This design comes from an exercise in tuning for small area on the open sky130 flow, not from production work. Function was checked by simulation only, so behaviour that the tests miss may differ from the original. The clock cells of run 2 come from the design's own scripts or RTL, not from TritonCTS. No driver is modelled on the clock port, so clock power and skew are understated where the tree is cut down; a real chip needs a root buffer or a tree. Power and IR drop assume default switching activity.

--- flow/config.mk ---
export PLATFORM = sky130hd
export DESIGN_NAME = uart_core
export DESIGN_NICKNAME = uart_core
export VERILOG_FILES = /design/flow/design.v
export SDC_FILE = /design/flow/constraint.sdc
export NUM_CORES = 4
export LEC_CHECK = 0
export CAP_MARGIN = 20
export CORE_MARGIN = 2
export CORE_UTILIZATION = 80
export SLEW_MARGIN = 20
--- flow/constraint.sdc ---
create_clock -name core_clock -period 10.0 [get_ports {clk}]
set_input_delay 2.0000 -clock core_clock [delete_from_list [all_inputs] [get_ports {clk}]]
set_output_delay 2.0000 -clock core_clock [all_outputs]
set_load 0.01 [all_outputs]
--- flow/design.v ---
`timescale 1ns / 1ps
module uart_send (
    input  logic       clk,
    input  logic       rst,
    input  logic [7:0] d,
    input  logic       send,
    output logic       rdy,
    output logic       tx);
    logic        send_prev_n;    
    logic        tx_q;
    logic [10:0] ring;
    logic [1:0]  a;
    logic [2:0]  b;
    logic [4:0]  c;
    wire idle  = b == 3'b101;
    wire start = idle & send_prev_n & send;
    wire tick  = ~a[0] & a[1] & ~b[0] & ~b[1] & ~b[2] & ~c[0] & ~c[2] & c[3] & ~c[4];
    wire fin   = ~idle & ring[0] & ring[1] & ring[2] & ring[3] & ring[4] & ring[5] & ring[6] & ring[7] & ring[10] & ~a[0] & b[0] & b[2] & ~c[0] & c[1] & c[3] & ~c[4];
    assign rdy = idle;
    assign tx  = tx_q;
    always_ff @(posedge clk) begin
        send_prev_n <= ~(rst | send);
        a <= start ? 2'b01 : {~a[0], a[1]};
        b <= (rst | fin) ? 3'b101 : start ? 3'b010 : {~b[1], ~b[0], ~(b[0] ^ b[2])};
        c <= start ? 5'b11010 : {~c[3], ~c[2], ~c[1], ~c[0], (c[2] ^ c[4])};
        ring[0] <= start ? ~d[1] : ~ring[1];
        ring[1] <= start ? ~d[0] : ~ring[2];
        ring[2] <= start ? 1'b1 : ~ring[3];
        ring[3] <= start ? 1'b1 : ~ring[4];
        ring[4] <= start ? 1'b0 : ~ring[5];
        ring[5] <= start ? ~d[7] : ~ring[6];
        ring[6] <= start ? ~d[6] : ~ring[7];
        ring[7] <= start ? ~d[5] : ~ring[8];
        ring[8] <= start ? ~d[4] : ~ring[9];
        ring[9] <= start ? ~d[3] : ~ring[10];
        ring[10] <= start ? ~d[2] : (~ring[0] & ~tick);
        if (rst)       tx_q <= 1'b1;
        else if (tick) tx_q <= ~ring[0];
    end
endmodule
module uart_recv (
    input  logic       clk,
    input  logic       rst,
    input  logic       rx,
    output logic [7:0] d,
    output logic       rdy);
    logic [10:0] ring;
    logic [1:0]  a;
    logic [2:0]  b;
    logic [4:0]  c;
    wire idle  = b == 3'b101;
    wire start = idle & ~rx;
    wire tick  = ~a[0] & ~a[1] & b[0] & b[1] & b[2] & c[1] & ~c[2] & c[3] & ~c[4];
    wire stop  = tick & ring[0];
    wire ld    = ~rst & stop & rx;
    wire keep  = ~rst & ~(stop & rx);
    always_ff @(posedge clk) begin
        a <= start ? 2'b10 : {~a[0], a[1]};
        b <= (rst | stop) ? 3'b101 : start ? 3'b000 : {~b[1], ~b[0], ~(b[0] ^ b[2])};
        c <= start ? 5'b11010 : {~c[3], ~c[2], ~c[1], ~c[0], (c[2] ^ c[4])};
        ring[0] <= start ? 1'b1 : ~ring[1];
        ring[1] <= start ? 1'b1 : ~ring[2];
        ring[2] <= start ? 1'b1 : ~ring[3];
        ring[3] <= start ? 1'b1 : ~ring[4];
        ring[4] <= start ? 1'b1 : ~ring[5];
        ring[5] <= start ? 1'b1 : ~ring[6];
        ring[6] <= start ? 1'b1 : ~ring[7];
        ring[7] <= start ? 1'b1 : ~ring[8];
        ring[8] <= start ? 1'b0 : ~ring[9];
        ring[9] <= start ? 1'b1 : ~ring[10];
        ring[10] <= start ? 1'b1 : ~(tick ? rx : ring[0]);
        rdy <= ld;
        d <= ({8{ld}} & {ring[1], ring[2], ring[3], ring[4], ring[5], ring[6], ring[7], ring[8]}) | ({8{keep}} & d);
    end
endmodule
`timescale 1ns / 1ps
module uart_core(
    input logic clk,
    input logic rst,
    input logic [7:0] tx_d,
    input logic tx_send,
    output logic tx_rdy,
    output logic tx,
    input logic rx,
    output logic [7:0] rx_d,
    output logic rx_rdy);
    uart_recv uart_recv(
        .clk(clk),
        .rst(rst),
        .rx(rx),
        .d(rx_d),
        .rdy(rx_rdy)
    );
    uart_send uart_send(
        .clk(clk),
        .rst(rst),
        .d(tx_d),
        .send(tx_send),
        .rdy(tx_rdy),
        .tx(tx)
    );
endmodule
--- flow/flow/run.sh ---
#!/bin/bash
# Own layout flow: the standard flow (standard.sh: standard synthesis,
# floorplan, power grid and tap cells, placement, routing) with these changes:
#  - the combinational logic of the standard synthesis netlist is re-mapped
#    for area by ABC (resynth.sh) with each of the abc_*.script scripts, and
#    the smallest result is kept; register instances are kept as they are;
#  - after the floorplan, every combinational cell is set to its smallest
#    drive strength (downsize.tcl; repair_design upsizes any that need it);
#  - input and output ports are buffered with buf_1;
set -euo pipefail
HERE=$(cd "$(dirname "$0")" && pwd)
RES=orfs/results/$FLOW_PLATFORM/uart_core/base
LIB=$FLOW_HOME/platforms/$FLOW_PLATFORM/lib/sky130_fd_sc_hd__tt_025C_1v80.lib

bash standard.sh synth > synth.log 2>&1
cp $RES/1_2_yosys.v standard_synth.v
best=""
best_area=""
for s in $HERE/abc_*.script; do
  n=$(basename $s .script)
  bash $HERE/resynth.sh standard_synth.v resynth_$n.v $s $LIB > resynth_$n.log 2>&1
  a=$(awk '/Chip area for top module/ {print $NF}' resynth_$n.v.stat)
  echo "$n $a" >> resynth_areas.txt
  if [[ -z "$best" ]] || awk -v a="$a" -v b="$best_area" 'BEGIN{exit !(a < b)}'; then
    best=$n; best_area=$a
  fi
done
echo "kept $best $best_area" >> resynth_areas.txt
cp resynth_$best.v $RES/1_2_yosys.v
touch $RES/1_2_yosys.v

export POST_FLOORPLAN_TCL=$HERE/downsize.tcl
export POST_CTS_TCL=$HERE/clock_tree.tcl
export BUFFER_PORTS_ARGS="-buffer_cell sky130_fd_sc_hd__buf_1"
bash standard.sh > standard_flow.log 2>&1
--- flow/flow/abc_2.script ---
strash
dc2
dch
amap
--- flow/flow/abc_4.script ---
strash
&get -n
&syn2
&dch
&put
amap
--- flow/flow/abc_41.script ---
strash
dc2
dch
amap -F 1000 -A 1000
--- flow/flow/abc_5.script ---
strash
dc2
dc2
dch -f
amap
--- flow/flow/clock_tree.tcl ---
# Replace the clock tree built by CTS with K buffers, each driving one
# cluster of register clock pins (k-means on the pins' cell positions), all
# driven straight from the clock port.
proc clock_clusters {cell sizes} {
  set k [llength $sizes]
  set block [ord::get_db_block]
  set db [ord::get_db]
  set clk [$block findNet clk]
  set sinks {}
  set oldinsts {}
  set todo [list $clk]
  while {[llength $todo]} {
    set net [lindex $todo 0]; set todo [lrange $todo 1 end]
    foreach it [$net getITerms] {
      if {[$it isOutputSignal]} { continue }
      set inst [$it getInst]
      if {[[$inst getMaster] isSequential]} {
        lappend sinks $it
      } else {
        lappend oldinsts $inst
        foreach o [$inst getITerms] { if {[$o isOutputSignal] && [$o getNet] ne "NULL"} { lappend todo [$o getNet] } }
      }
    }
  }
  set pts {}
  foreach it $sinks {
    set b [[$it getInst] getBBox]
    lappend pts [list [expr {([$b xMin] + [$b xMax]) / 2.0}] [expr {([$b yMin] + [$b yMax]) / 2.0}]]
  }
  set n [llength $sinks]
  # balanced clusters: split the pins in half at the median of the longer
  # side of their bounding box, recursively, until there are k groups
  # groups of the given sizes: split the pins at a point along the longer
  # side of their bounding box, recursively, the first part taking the sizes
  # of the first half of the list
  set idx {}
  for {set i 0} {$i < $n} {incr i} { lappend idx $i }
  set todo [list [list $idx $sizes]]
  set groups {}
  while {[llength $todo]} {
    lassign [lindex $todo 0] g sz
    set todo [lrange $todo 1 end]
    if {[llength $sz] == 1} { lappend groups $g; continue }
    set x0 1e30; set x1 -1e30; set y0 1e30; set y1 -1e30
    foreach i $g { set p [lindex $pts $i]; set x [lindex $p 0]; set y [lindex $p 1]
      if {$x < $x0} {set x0 $x}; if {$x > $x1} {set x1 $x}; if {$y < $y0} {set y0 $y}; if {$y > $y1} {set y1 $y} }
    set ax [expr {($x1 - $x0) >= ($y1 - $y0) ? 0 : 1}]
    set keyed {}
    foreach i $g { lappend keyed [list $i [lindex [lindex $pts $i] $ax]] }
    set keyed [lsort -real -index 1 $keyed]
    set hs [expr {[llength $sz] / 2}]
    set sa [lrange $sz 0 [expr {$hs - 1}]]
    set sb [lrange $sz $hs end]
    set h 0
    foreach v $sa { incr h $v }
    set a {}; set b {}
    foreach e [lrange $keyed 0 [expr {$h - 1}]] { lappend a [lindex $e 0] }
    foreach e [lrange $keyed $h end] { lappend b [lindex $e 0] }
    lappend todo [list $a $sa] [list $b $sb]
  }
  set asg [lrepeat $n 0]
  set cs {}
  for {set j 0} {$j < $k} {incr j} {
    set sx 0; set sy 0
    foreach i [lindex $groups $j] { lset asg $i $j; set sx [expr {$sx + [lindex [lindex $pts $i] 0]}]; set sy [expr {$sy + [lindex [lindex $pts $i] 1]}] }
    set m [llength [lindex $groups $j]]
    lappend cs [list [expr {$sx / $m}] [expr {$sy / $m}]]
  }
  # remove the old tree
  foreach it $sinks { $it disconnect }
  foreach old $oldinsts {
    foreach o [$old getITerms] {
      if {[$o isOutputSignal] && [$o getNet] ne "NULL"} { set on [$o getNet]; $o disconnect; if {[llength [$on getITerms]] == 0} { odb::dbNet_destroy $on } }
    }
    odb::dbInst_destroy $old
  }
  for {set j 0} {$j < $k} {incr j} {
    set net [odb::dbNet_create $block clknet_leaf_$j]
    $net setSigType CLOCK
    set inst [odb::dbInst_create $block [$db findMaster $cell] clkbuf_leaf_$j]
    foreach it [$inst getITerms] {
      set mn [[$it getMTerm] getName]
      if {$mn eq "A"} { $it connect $clk }
      if {$mn eq "X"} { $it connect $net }
    }
    set m 0
    foreach it $sinks a $asg { if {$a == $j} { $it connect $net; incr m } }
    set c [lindex $cs $j]
    $inst setLocation [expr {int([lindex $c 0])}] [expr {int([lindex $c 1])}]
    $inst setPlacementStatus PLACED
    puts "clock_clusters: $cell clkbuf_leaf_$j drives $m sinks"
  }
  puts "clock_clusters: removed [llength $oldinsts] cells"
}

proc leaf_slew {inst} {
  set w 0
  set net [get_nets -of_objects [get_pins [get_property $inst name]/X]]
  foreach pin [get_pins -of_objects $net -filter "direction == input"] {
    set s [get_property $pin slew_max]
    if {$s > $w} { set w $s }
  }
  return $w
}
proc build_and_size {sizes} {
  clock_clusters sky130_fd_sc_hd__clkbuf_4 $sizes
  detailed_placement
  set_propagated_clock [all_clocks]
  estimate_parasitics -placement
  set area 0
  foreach inst [get_cells clkbuf_leaf_*] {
    foreach cell {sky130_fd_sc_hd__clkbuf_4 sky130_fd_sc_hd__buf_6 sky130_fd_sc_hd__clkbuf_8 sky130_fd_sc_hd__clkbuf_16} {
      replace_cell $inst $cell
      estimate_parasitics -placement
      set w [leaf_slew $inst]
      if {$w < 0.112} { break }
    }
    puts "clock_tree: [get_property $inst name] $cell worst clock pin slew [format %.1f [expr {$w * 1000}]] ps"
    set area [expr {$area + [get_property [get_lib_cells $cell] area]}]
  }
  detailed_placement
  estimate_parasitics -placement
  puts "clock_tree: sizes $sizes buffer area $area"
  return $area
}
set nreg 0
foreach pin [get_pins -hierarchical */CLK] { incr nreg }
set q [expr {$nreg / 4}]
set schemes [list [list $q $q $q [expr {$nreg - 3 * $q}]]]
foreach s {12 11 10} {
  lappend schemes [list $s $s $s [expr {$nreg - 3 * $s}]]
}
set best ""
set best_area 1e9
foreach sz $schemes {
  set a [build_and_size $sz]
  if {$a < $best_area - 1e-6} { set best_area $a; set best $sz }
}
build_and_size $best
puts "clock_tree: kept sizes $best"
--- flow/flow/downsize.tcl ---
# Set every combinational cell to the smallest-area cell of the same function
# family (same name up to the drive-strength suffix). Registers keep their
# cell type; only their drive strength could change, and it is left alone.
set n 0
foreach inst [get_cells *] {
  set master [get_property $inst ref_name]
  if {![regexp {^(sky130_fd_sc_hd__[a-z0-9]+)_([0-9]+)$} $master -> base drive]} { continue }
  if {[regexp {df|edf|sdf|dl|tap|fill|decap|conb|clk} $base]} { continue }
  set best ""
  set best_area 1e9
  foreach lc [get_lib_cells ${base}_*] {
    set nm [get_property $lc name]
    if {![regexp "^${base}_\[0-9\]+\$" $nm]} { continue }
    if {[get_property $lc dont_use]} { continue }
    set a [get_property $lc area]
    if {$a < $best_area} { set best_area $a; set best $nm }
  }
  if {$best ne "" && $best ne $master} {
    replace_cell $inst $best
    incr n
  }
}
puts "downsize: replaced $n cells"
--- flow/flow/resynth.sh ---
#!/bin/bash
# Re-map the combinational logic of the standard synthesis netlist for area
# with ABC, keeping every register instance (its name, cell and nets) as the
# standard synthesis made it.
# usage: resynth.sh IN.v OUT.v ABC_SCRIPT LIBERTY
set -euo pipefail
IN=$1; OUT=$2; ABCS=$3; LIB=$4
YOSYS=${YOSYS_EXE:-yosys}
KEEP=""
for m in dfxtp_1 dfxtp_2 dfxtp_4 edfxtp_1 conb_1; do
  KEEP="$KEEP setattr -mod -set keep_hierarchy 1 sky130_fd_sc_hd__$m;"
done
# The combinational cells are read with their functions and flattened into
# plain logic; the register cells stay instances (keep_hierarchy).
# Flattened cell-internal wires are made private so that every net keeps
# the standard netlist's name.
$YOSYS -p "read_liberty -ignore_miss_func -ignore_miss_data_latch $LIB; $KEEP
  read_verilog $IN; hierarchy -top uart_core; flatten; rename -hide w:_*_.*;
  opt_clean -purge;
  abc -liberty $LIB -dont_use sky130_fd_sc_hd__probe_p_8 -dont_use sky130_fd_sc_hd__probec_p_8 -script $ABCS;
  opt_clean -purge; tee -o $OUT.stat stat -liberty $LIB;
  select uart_core; write_verilog -noattr -selected $OUT"
--- flow/standard.sh ---
#!/bin/bash
# synth_recipe.tcl (not shown) runs the flow's synth.tcl, then flattens the netlist and writes it again
# the make line also repeats each setting of config.mk as NAME=value (left out here)
make -C /OpenROAD-flow-scripts/flow DESIGN_CONFIG=/design/flow/config.mk WORK_HOME=/design/flow/orfs CLKGATE_MAP_FILE= SYNTH_SCRIPT=/design/flow/synth_recipe.tcl "${@:-finish}"
==> results.toml, run 1 <==
[status]
status = "did not finish"
lastStage = "4_1_cts"
error = "[ERROR DPL-0033] detailed placement checks failed during check placement."

[floorplanning]
rows = 15
initial_core_util = 0.8595
die_w_um = 47.31
die_y_um = 47.31
ios = 23

[placed_design]
dpl.hpwl_mm = 2.281
port_buffers = 22
place_congestion = 0.8012
place_ws_ns = 6.485

[synth]
syn_area_per_cell_sq_um = 11.03
synth_warnings = 2
synthCells = 136
synth_fp_nets = 148
netlist_area_sq_mm = 0.001500
-- worst max path at each step --
stage	startpoint	endpoint	slack (ns)
detailed placement	tx_send	uart_send.ring[10]$_DFF_P_	6.49
global placement	tx_send	uart_send.ring[10]$_DFF_P_	6.58
floorplan	tx_send	uart_send.ring[10]$_DFF_P_	6.94
-- power groups by stage --
stage | clock network, W | registers (W) | logic, W
3_5_place_dp | 0 | 0.000295 | 0.0000472
3_3_place_gp | 0 | 0.000291 | 0.0000397
2_1_floorplan | 0 | 0.000285 | 0.0000333
-- per-stage QoR --
stage | power, W | std cells | hold WS, ns | utilization | cell area [sq um]
after floorplan | 0.0003185 | 136 | 0.3434 | - | 1500
after global placement | 0.0003311 | 183 | 0.3472 | 0.9247 | 1614
after detailed placement | 0.0003422 | 183 | 0.3499 | 0.9247 | 1614
==> inputs of run 2 (changes only) <==
--- a/flow/flow/clock_tree.tcl
+++ b/flow/flow/clock_tree.tcl
@@ -109,7 +109,7 @@
   estimate_parasitics -placement
   set area 0
   foreach inst [get_cells clkbuf_leaf_*] {
-    foreach cell {sky130_fd_sc_hd__clkbuf_4 sky130_fd_sc_hd__buf_6 sky130_fd_sc_hd__clkbuf_8 sky130_fd_sc_hd__clkbuf_16} {
+    foreach cell {sky130_fd_sc_hd__clkbuf_4 sky130_fd_sc_hd__buf_6 sky130_fd_sc_hd__clkbuf_8 sky130_fd_sc_hd__buf_8 sky130_fd_sc_hd__buf_12 sky130_fd_sc_hd__clkbuf_16} {
       replace_cell $inst $cell
       estimate_parasitics -placement
       set w [leaf_slew $inst]
@@ -126,10 +126,8 @@
 set nreg 0
 foreach pin [get_pins -hierarchical */CLK] { incr nreg }
 set q [expr {$nreg / 4}]
-set schemes [list [list $q $q $q [expr {$nreg - 3 * $q}]]]
-foreach s {12 11 10} {
-  lappend schemes [list $s $s $s [expr {$nreg - 3 * $s}]]
-}
+set t [expr {$nreg / 3}]
+set schemes [list [list $q $q $q [expr {$nreg - 3 * $q}]] [list $t $t [expr {$nreg - 2 * $t}]]]
 set best ""
 set best_area 1e9
 foreach sz $schemes {
--- a/flow/config.mk
+++ b/flow/config.mk
@@ -7,5 +7,5 @@
 export LEC_CHECK = 0
 export CAP_MARGIN = 20
 export CORE_MARGIN = 2
-export CORE_UTILIZATION = 80
+export CORE_UTILIZATION = 40
 export SLEW_MARGIN = 20
==> results.toml, run 2 <==
[status]
status = "no timing/DRC/antenna violations"

[power]
p_per_area_mw_per_mm2 = 243.2
finalPower_w = 0.0004084
max-vdd-ir-drop_mv = 0.1154
p_leak_nw = 0.6664

[sta]
setup_viol = 0
slew_viol_final = 0
worst_pin_slew_ns = 0.8987
relSlewSlack = 0.3963
min_period_over_period = 0.3369
hold_violations = 0
max_freq_ghz = 0.2968
rsz0062_at_grt = "false"
period_needed_ns = 3.369
worst_slack_ns = 6.631
fin_tns_setup_ns = 0
skew_ns = 0.03752

[worst_setup_path]
worstSetupEndpointType = "flip-flop"
slowest_stage = "clkinv_1"
reg2reg_setup_slack_ns = 7.81
critPathMaxFanout = 17
r2r_start = "uart_recv.c[2]$_SDFF_PP0_"
path_class = "input port to flip-flop"
cp-start-kind = "input port"
cp_cell_sequence = "buf_1, nand3_1, clkinv_1, o32ai_1"
critPathMaxStageDelay_ns = 0.51
crit_arrival_ns = 3.42
crit_start = "tx_send"
required_ns = 10.05

[detailed_routing]
vias = 1062
drtAntennaViolNets = 0
drc = 0
drtPass1Iterations = 4
dr.first_iter.drc_count = 79
via_per_inst = 5.081
drt-wirelength-per-cell_um = 12.71
finalWirelength_mm = 2.657

[floorplanning]
die_w_um = 65.24
ios = 23
die_y_um = 65.24
core_area_sq_mm = 0.003633
initial_core_util = 0.4129
die_area_sq_mm = 0.004256
rows = 22

[placed_design]
port_buffers = 22
dpl_cell_area_sq_mm = 0.001643
place_congestion = 0.7990
place_ws_ns = 6.500
dpl.hpwl_mm = 1.886

[global_routing]
grtUsageTotal = 0.1411
grt_pass1_vias = 1040
overflow = 0
grt_use_met1 = 0.1732
grt_max_degree = 20
grt_pass1_wl_mm = 4.657
use_met2 = 0.2423
antenna_found_initial = 0
top_usage_layer = "met2"
met3_usage = 0.03425

[layout]
final_common_cell = "dfxtp_1"
drive_gt1_frac = 0.01863
top_regs = "uart_recv.ring (11), uart_send.ring (11), uart_recv.d (8)"
final_cell_mix = "53 x dfxtp_1, 24 x nand2_1, 22 x buf_1"
fillers = 360
n_antenna_cell = 0
area_growth_pct = 11.93
multi_input_area_sq_um = 412.9
layout.nets = 179
postLayoutCellArea_sq_mm = 0.001679
regArea_sq_mm = 0.001061

[worst_hold_path]
hp-class = "flip-flop to flip-flop"
min_from = "uart_recv.ring[10]$_SDFF_PP1_"

[synth]
netlist_area_sq_mm = 0.001500
synth_fp_nets = 148
syn_area_per_cell_sq_um = 11.03
synthCells = 136
synth_warnings = 2

[clock_tree]
cts.sinks = 53
clkLatencyLatePin_ns = 0.17
path_clk_slew_ns = 0.11

[job]
max_cap_viol_count = 0
==> run 2: final timing paths <==
path	to	depth (start not counted)
max	uart_send.ring[10]$_DFF_P_	4
min	uart_recv.ring[9]$_SDFF_PP1_	1
max reg2reg	uart_recv.d[1]$_DFF_P_	6
min reg2reg	uart_recv.ring[9]$_SDFF_PP1_	1
==> run 2: power breakdown <==
| group | total [W] | internal (W) | switching [W] |
|---|---|---|---|
| clock | 0.0000756 | 0.0000255 | 0.0000501 |
| combinational | 0.0000431 | 0.0000203 | 0.0000228 |
| sequential | 0.000290 | 0.000262 | 0.0000280 |
==> run 2: stage by stage <==
step           cells    util  hold slack, ns
2_1_floorplan    136       -          0.3434
3_3_place_gp     206  0.4521          0.3483
3_5_place_dp     206  0.4521          0.3580
5_1_grt          209  0.4621          0.3698
6_report         209  0.4621          0.3425
==> run 2: layout make-up <==
class / count / share of cell area
Multi-Input combinational cell: 76 / 0.2459
Buffer: 3 / 0.02161
Timing Repair Buffer: 22 / 0.04918
Tap cell: 48 / 0.03577
Inverter: 7 / 0.01565
Sequential cell: 53 / 0.6319
==> run 2: metal layers <==
layer | share of wire | vias up
met1 | 0.46 | 503
met5 | 0 | -
met3 | 0.043 | 5
met2 | 0.48 | 22
li1 | - | 532
met4 | 0.013 | 0
==> run 2: worst max-delay path: cells and delay by family <==
family	cells	cell delay, ns
simple gates	1	0.45
compound gates	1	0.36
buf+inv	2	0.60

## afterwards: timing with drivers on the ports
The results above use ideal ports. As a check the final layout listed here was re-extracted and re-timed, cells and wires unchanged.
Step 1, drivers: a clkbuf_16 drives clk and a buf_2 each remaining input, both assumed.
Step 2 times the ports against the registers' clock, not the clock port: input delays grow and output delays shrink by t, the midpoint of the rising clock arrivals with the driver on.
Slacks: ideal / step 1 / step 2; pairs: ideal / step 1.
run: run 2
shift t [ns]: 0.190
setup WS [ns]: 6.631 / 6.651 / 6.461
hold slack, ns: 0.342 / 0.343 / 0.343
worst data-port slew with drivers (ns): 0.03
After both steps run 2 still meets setup and hold. The setup slack of run 2 moves by +0.020 ns with the drivers and by -0.170 ns with both steps.
